Context: an optimization exercise on an open-source flow, tuned for small area. The choices shown serve that exercise and are no tape-out recipe.
At most, simulation tests tie the RTL to the original design; equivalence was not proved.
Power and IR drop assume default switching activity.

Setup of the baseline:
==> flow/design.v <==
module cpu #(
    parameter unsigned CLOCK_DIVIDER = 12
) (
    input logic clock_i,
    input logic reset_i,
    input logic [7:0] data_i,
    input logic data_valid_i,
    output logic [7:0] data_o,
    output logic [15:0] address_o,
    output logic bus_read_o,
    output logic bus_write_o
);
  logic [3:0] cnt;
  logic step;
  assign step = (cnt == 4'd3);
  always_ff @(posedge clock_i) begin
    if (reset_i) cnt <= 4'd7;
    else if (step) cnt <= 4'd8;
    else cnt <= cnt + 4'd1;
  end
  logic par;
  always_ff @(posedge clock_i) begin
    if (reset_i) par <= 1'b0;
    else if (step) par <= ~par;
  end
  logic late;   
  logic shift, first, last;
  always_comb begin
    if (late) begin
      shift = (cnt[3] & cnt[2]) | (~cnt[3] & ~cnt[2]);
      first = (cnt == 4'd12);
      last  = (cnt == 4'd3);
    end else begin
      shift = cnt[3];
      first = (cnt == 4'd8);
      last  = (cnt == 4'd15);
    end
  end
  localparam logic [3:0]
    Q_F0    = 4'd0,    
    Q_F1    = 4'd1,    
    Q_EXD   = 4'd2,    
    Q_EXN   = 4'd3,    
    Q_ZP1   = 4'd4,    
    Q_ZX1   = 4'd5,    
    Q_ZX2   = 4'd6,    
    Q_I3    = 4'd7,    
    Q_I4    = 4'd8,    
    Q_AB1   = 4'd9,    
    Q_AB2   = 4'd10,   
    Q_RST   = 4'd11,   
    Q_STUCK = 4'd12;   
  logic [3:0] q;
  logic [7:0] ir;
  logic [7:0] a, x, y, sp, t, h;
  logic c, cy;
  logic [15:0] pc;
  logic upc;   
  logic zh;   
  function automatic logic [3:0] decode(input logic [7:0] o);
    if (o == 8'hEA || o == 8'h38 || o == 8'h18 || o == 8'hAA || o == 8'hA8 || o == 8'h8A ||
        o == 8'h98 || o == 8'h9A || o == 8'hBA)
      decode = Q_EXN;
    else if (o == 8'hA9 || o == 8'hA2 || o == 8'hA0 || o == 8'h69 || o == 8'hE9 ||
             o == 8'hC9 || o == 8'h29 || o == 8'h49 || o == 8'h09)
      decode = Q_EXD;
    else if (o == 8'h85 || o == 8'hA5 || o == 8'hA6 || o == 8'hA4)
      decode = Q_ZP1;
    else if (o == 8'hB5 || o == 8'hA1)
      decode = Q_ZX1;
    else if (o == 8'hAD || o == 8'h6D || o == 8'hED || o == 8'hCD || o == 8'h2D ||
             o == 8'h4D || o == 8'h0D || o == 8'h4C)
      decode = Q_AB1;
    else
      decode = Q_STUCK;
  endfunction
  logic implied;
  assign implied = (data_i == 8'hEA) | (data_i == 8'h38) | (data_i == 8'h18) |
                   (data_i == 8'hAA) | (data_i == 8'hA8) | (data_i == 8'h8A) |
                   (data_i == 8'h98) | (data_i == 8'h9A) | (data_i == 8'hBA);
  logic [3:0] nq;
  logic nrd, nwr, set_upc, clr_upc, set_zh, clr_zh;
  logic pc_inc, pc_jmp;
  logic ld_ir, t_d, t_h, h_d;
  logic c_ld, c_v;
  logic f_sa_a, f_sa_x, f_sa_y, f_sa_sp, f_sb_t, f_binv, f_op0, f_op1, f_k1, f_kc, f_d_a, f_d_x, f_d_y, f_d_sp, f_d_t, f_upd_c, f_c_ld, f_c_v, f_is_sta, f_is_idx;
  assign f_sa_a = (~ir[7]) | (ir[6]) | (ir[5] & ~ir[4] & ir[3] & ~ir[0]);
  assign f_sa_x = (~ir[5] & ir[1]);
  assign f_sa_y = (~ir[5] & ~ir[1] & ~ir[0]);
  assign f_sa_sp = (ir[5] & ir[4] & ir[3]);
  assign f_sb_t = (~ir[3]) | (ir[0]);
  assign f_binv = (ir[7] & ir[6] & ir[5]);
  assign f_op0 = (~ir[7] & ~ir[6]);
  assign f_op1 = (~ir[7] & ~ir[5]);
  assign f_k1 = (ir[7] & ~ir[5] & ir[0]);
  assign f_kc = (ir[6] & ir[5]);
  assign f_d_a = (ir[5] & ir[0]) | (~ir[7] & ir[0]) | (ir[6] & ir[2] & ir[0]) | (ir[7] & ir[4] & ~ir[1]) | (~ir[6] & ~ir[4] & ir[3]);
  assign f_d_x = (~ir[6] & ir[1]);
  assign f_d_y = (ir[7] & ~ir[1] & ~ir[0]);
  assign f_d_sp = (ir[4] & ir[1]);
  assign f_d_t = 1'b1;
  assign f_upd_c = (ir[6] & ir[5] & ~ir[1]) | (ir[7] & ir[6] & ~ir[5]);
  assign f_c_ld = (~ir[3] & ~ir[0]) | (ir[5] & ~ir[3] & ir[2]) | (ir[7] & ~ir[6] & ir[3] & ~ir[2] & ir[0]) | (~ir[7] & ir[4]);
  assign f_c_v = (~ir[7] & ir[5]);
  assign f_is_sta = (~ir[5]);
  assign f_is_idx = (~ir[2]);
  always_comb begin
    nq = q;
    nrd = 1'b0;
    nwr = 1'b0;
    set_upc = 1'b0; clr_upc = 1'b0; set_zh = 1'b0; clr_zh = 1'b0;
    pc_inc = 1'b0; pc_jmp = 1'b0;
    ld_ir = 1'b0; t_d = 1'b0; t_h = 1'b0; h_d = 1'b0;
    c_ld = 1'b0; c_v = 1'b0;
    case (q)
      Q_F0, Q_F1: begin
        nq = Q_F0;
        if (data_valid_i) begin
          ld_ir = 1'b1;
          nq = decode(data_i);
          if (!implied) begin
            nrd = 1'b1; pc_inc = 1'b1;
          end
        end
      end
      Q_EXD, Q_EXN: begin
        if (data_valid_i || q == Q_EXN) begin
          nq = Q_F1;
          t_d = 1'b1;
          nrd = 1'b1; pc_inc = 1'b1; set_upc = 1'b1;
          c_ld = f_c_ld; c_v = f_c_v;
        end
      end
      Q_ZP1: begin
        if (data_valid_i) begin
          nq = Q_EXN;
          t_d = 1'b1; clr_upc = 1'b1; set_zh = 1'b1;
          if (f_is_sta) nwr = 1'b1;
          else nrd = 1'b1;
        end
      end
      Q_ZX1: begin
        if (data_valid_i) begin
          nq = Q_ZX2;
          t_d = 1'b1;
        end
      end
      Q_ZX2: begin
        nq = f_is_idx ? Q_I3 : Q_EXN;
        nrd = 1'b1; clr_upc = 1'b1; set_zh = 1'b1;
      end
      Q_I3: begin
        nq = Q_I4;
        nrd = 1'b1; t_h = 1'b1; h_d = 1'b1;
      end
      Q_I4: begin
        nq = Q_EXN;
        nrd = 1'b1; t_h = 1'b1; h_d = 1'b1; clr_zh = 1'b1;
      end
      Q_AB1, Q_RST: begin
        if (data_valid_i) begin
          nq = Q_AB2;
          t_d = 1'b1; nrd = 1'b1; pc_inc = 1'b1;
        end
      end
      Q_AB2: begin
        if (data_valid_i) begin
          nrd = 1'b1;
          if (!ir[0]) begin   
            nq = Q_F0;
            pc_jmp = 1'b1;
          end else begin
            nq = Q_EXD;
            h_d = 1'b1; clr_upc = 1'b1; clr_zh = 1'b1;
          end
        end
      end
      default: ;
    endcase
  end
  localparam logic [1:0] OP_ADD = 2'd0, OP_AND = 2'd1, OP_EOR = 2'd2, OP_ORA = 2'd3;
  logic sa_a, sa_x, sa_y, sa_sp, sa_h, sb_t, binv;
  logic [1:0] op;
  logic cin;
  logic d_a, d_x, d_y, d_sp, d_t, d_h;   
  logic r_x;   
  logic upd_c;
  always_comb begin
    sa_a = 1'b0; sa_x = 1'b0; sa_y = 1'b0; sa_sp = 1'b0; sa_h = 1'b0; sb_t = 1'b0;
    binv = 1'b0; op = OP_ORA; cin = 1'b0;
    d_a = 1'b0; d_x = 1'b0; d_y = 1'b0; d_sp = 1'b0; d_t = 1'b0; d_h = 1'b0;
    r_x = 1'b0;
    upd_c = 1'b0;
    case (q)
      Q_F1: begin
        sa_a = f_sa_a; sa_x = f_sa_x; sa_y = f_sa_y; sa_sp = f_sa_sp; sb_t = f_sb_t;
        binv = f_binv; op = {f_op1, f_op0}; cin = f_k1 | (f_kc & (c ^ f_binv));
        d_a = f_d_a; d_x = f_d_x; d_y = f_d_y; d_sp = f_d_sp; d_t = f_d_t;
        upd_c = f_upd_c;
      end
      Q_ZP1: begin   
        sa_a = 1'b1; d_h = 1'b1;
      end
      Q_ZX2: begin
        sa_x = 1'b1; r_x = 1'b1; sb_t = 1'b1; d_t = 1'b1; d_h = 1'b1; op = OP_ADD; cin = 1'b0;
      end
      Q_I3: begin
        sa_h = 1'b1; d_h = 1'b1; op = OP_ADD; cin = 1'b1;
      end
      Q_RST: begin
        d_a = 1'b1; d_x = 1'b1; d_y = 1'b1; d_sp = 1'b1;
      end
      default: ;
    endcase
  end
  logic ab, bb, z, ci, co;
  always_comb begin
    ab = (sa_a & a[0]) | (sa_x & x[0]) | (sa_y & y[0]) | (sa_sp & sp[0]) | (sa_h & h[0]);
    bb = (sb_t & t[0]) ^ binv;
    ci = first ? cin : cy;
    co = (ab & bb) | (ab & ci) | (bb & ci);
    case (op)
      OP_ADD: z = ab ^ bb ^ ci;
      OP_AND: z = ab & bb;
      OP_EOR: z = ab ^ bb;
      default: z = ab | bb;
    endcase
  end
  assign late = par & (q != Q_I3);
  logic sh_t, sh_h;
  assign sh_t  = shift & d_t;
  assign sh_h  = shift & d_h;
  always_ff @(posedge clock_i) begin
    a <= {(shift & d_a) ? z : a[0], a[7:1]};
    x <= {(shift & d_x & ~r_x) ? z : x[0], x[7:1]};
    y <= {(shift & d_y) ? z : y[0], y[7:1]};
    sp <= {(shift & d_sp) ? z : sp[0], sp[7:1]};
    if (shift) cy <= co;
    if (sh_t) t <= {z, t[7:1]};
    else if (step & t_d) t <= data_i;
    else if (step & t_h) t <= h;
    if (sh_h) h <= {z, h[7:1]};
    else if (step & h_d) h <= data_i;
  end
  always_ff @(posedge clock_i) begin
    if (reset_i) begin
      q <= Q_RST;
      ir[0] <= 1'b0;
      bus_read_o <= 1'b1;
      bus_write_o <= 1'b0;
      c <= 1'b0;
      pc <= 16'hFFFC;
      upc <= 1'b1;
    end else begin
      if (shift & last & upd_c) c <= co;
      if (step) begin
        q <= nq;
        if (ld_ir) ir <= data_i;
        bus_read_o <= nrd;
        bus_write_o <= nwr;
        if (set_upc) upc <= 1'b1;
        else if (clr_upc) upc <= 1'b0;
        if (set_zh) zh <= 1'b1;
        else if (clr_zh) zh <= 1'b0;
        if (c_ld) c <= c_v;
        if (pc_inc) pc <= pc + 16'd1;
        else if (pc_jmp) pc <= {data_i, t};
      end
    end
  end
  assign address_o = upc ? pc : {zh ? 8'd0 : h, t};
  assign data_o = h;
endmodule
==> flow/config.mk <==
export PLATFORM = sky130hd
export DESIGN_NAME = cpu
export DESIGN_NICKNAME = cpu
export VERILOG_FILES = /design/flow/design.v
export SDC_FILE = /design/flow/constraint.sdc
export NUM_CORES = 4
export LEC_CHECK = 0
export CAP_MARGIN = 20
export CORE_MARGIN = 2
export CORE_UTILIZATION = 55
export SLEW_MARGIN = 20
==> flow/constraint.sdc <==
create_clock -name core_clock -period 10.0 [get_ports {clock_i}]
set_input_delay 2.0000 -clock core_clock [delete_from_list [all_inputs] [get_ports {clock_i}]]
set_output_delay 2.0000 -clock core_clock [all_outputs]
set_load 0.01 [all_outputs]
standard.sh (not shown) runs the stock make flow with config.mk's settings and CLKGATE_MAP_FILE= SYNTH_SCRIPT=/design/flow/synth_recipe.tcl, a recipe that flattens the netlist after the stock synthesis.
==> flow/flow/run.sh <==
#!/bin/bash
# The standard layout (standard.sh) with three changes that only make the
# layout smaller: the smallest buffer on every port, a clock tree of clkbuf_8
# without dummy loads, and, after the floorplan, gates on paths with positive
# slack sized down (repair_timing -recover_power). Each tool's full output goes
# to a log of its own here; ORFS also keeps per-step logs under orfs/logs/.
set -euo pipefail
export BUFFER_PORTS_ARGS="-buffer_cell sky130_fd_sc_hd__buf_1"
export CTS_ARGS="-sink_clustering_enable -repair_clock_nets -buf_list sky130_fd_sc_hd__clkbuf_8 -dont_use_dummy_load"
bash standard.sh synth floorplan > standard_floorplan.log 2>&1
openroad -no_init -exit flow/downsize.tcl > downsize.log 2>&1
bash standard.sh > standard_finish.log 2>&1
==> flow/flow/downsize.tcl <==
# Size down gates that have slack to spare, in the floorplan's database.
set res orfs/results/$::env(FLOW_PLATFORM)/cpu/base
read_db $res/2_floorplan.odb
read_liberty $::env(FLOW_HOME)/platforms/sky130hd/lib/sky130_fd_sc_hd__tt_025C_1v80.lib
read_sdc $res/2_floorplan.sdc
source $::env(FLOW_HOME)/platforms/sky130hd/setRC.tcl
report_design_area
report_worst_slack -max
repair_timing -recover_power 100 -verbose
report_design_area
report_worst_slack -max
write_db $res/2_floorplan.odb
The baseline finished every step from synthesis to the final layout, and the layout passed the timing, DRC and antenna checks.
### the baseline -> the candidate
diff --git a/flow/design.v b/flow/design.v
--- a/flow/design.v
+++ b/flow/design.v
@@ -37,19 +37,19 @@
     end
   end
   localparam logic [3:0]
-    Q_F0    = 4'd0,    
-    Q_F1    = 4'd1,    
-    Q_EXD   = 4'd2,    
-    Q_EXN   = 4'd3,    
-    Q_ZP1   = 4'd4,    
-    Q_ZX1   = 4'd5,    
-    Q_ZX2   = 4'd6,    
-    Q_I3    = 4'd7,    
-    Q_I4    = 4'd8,    
-    Q_AB1   = 4'd9,    
-    Q_AB2   = 4'd10,   
-    Q_RST   = 4'd11,   
-    Q_STUCK = 4'd12;   
+    Q_F0    = 4'd3,   
+    Q_F1    = 4'd7,   
+    Q_EXD   = 4'd1,   
+    Q_EXN   = 4'd6,   
+    Q_ZP1   = 4'd12,   
+    Q_ZX1   = 4'd9,   
+    Q_ZX2   = 4'd13,   
+    Q_I3    = 4'd14,   
+    Q_I4    = 4'd4,   
+    Q_AB1   = 4'd5,   
+    Q_AB2   = 4'd0,   
+    Q_RST   = 4'd8,   
+    Q_STUCK = 4'd10;   
   logic [3:0] q;
   logic [7:0] ir;
   logic [7:0] a, x, y, sp, t, h;
- Taking the baseline as the reference, in the candidate logic depth of the worst register-to-register path went up; average vias per placed instance dropped 0.13; die area fell by 240 sq um.
- Final-layout clock buffer total: the candidate vs the baseline identical
- For wire length per cell, the baseline and the candidate come out practically identical.
- Setup slack: the candidate more than the baseline
- Changes observed in the candidate relative to the baseline: clock share of power decreased 0.5 points, maximum clock frequency increased 14 MHz, unique cell type count in the Yosys netlist decreased 14%.
- The candidate against the baseline: total length of routed met2 wires has decreased, cell count after placement now larger, share of the core filled with cells closely matched the old numbers, layout overhead on the synthesized area rose by 1.6 points.
No functional check of the RTL was part of the baseline.

-- re-timing with driven ports --
In the flow no input, the clock included, has a driving cell. The finished layouts below were timed again as built, in two steps. Step 1 sets driving cells, clkbuf_16 on the clock port and buf_2 on the other inputs (assumed; they add their load-dependent delay and slew). Step 2 also shifts input and output timing later by t, the mid clock arrival at the registers, as if the neighbouring blocks saw the same clock. Three values: ideal, step 1, step 2; two values: the first two.
run	shift t [ns]	slack for setup (ns)	worst register clock-pin slew, ns
the baseline	0.385	5.648 / 5.656 / 5.271	0.11 / 0.11
the candidate	0.386	5.899 / 5.908 / 5.522	0.10 / 0.10
After both steps every run listed still meets setup and hold.
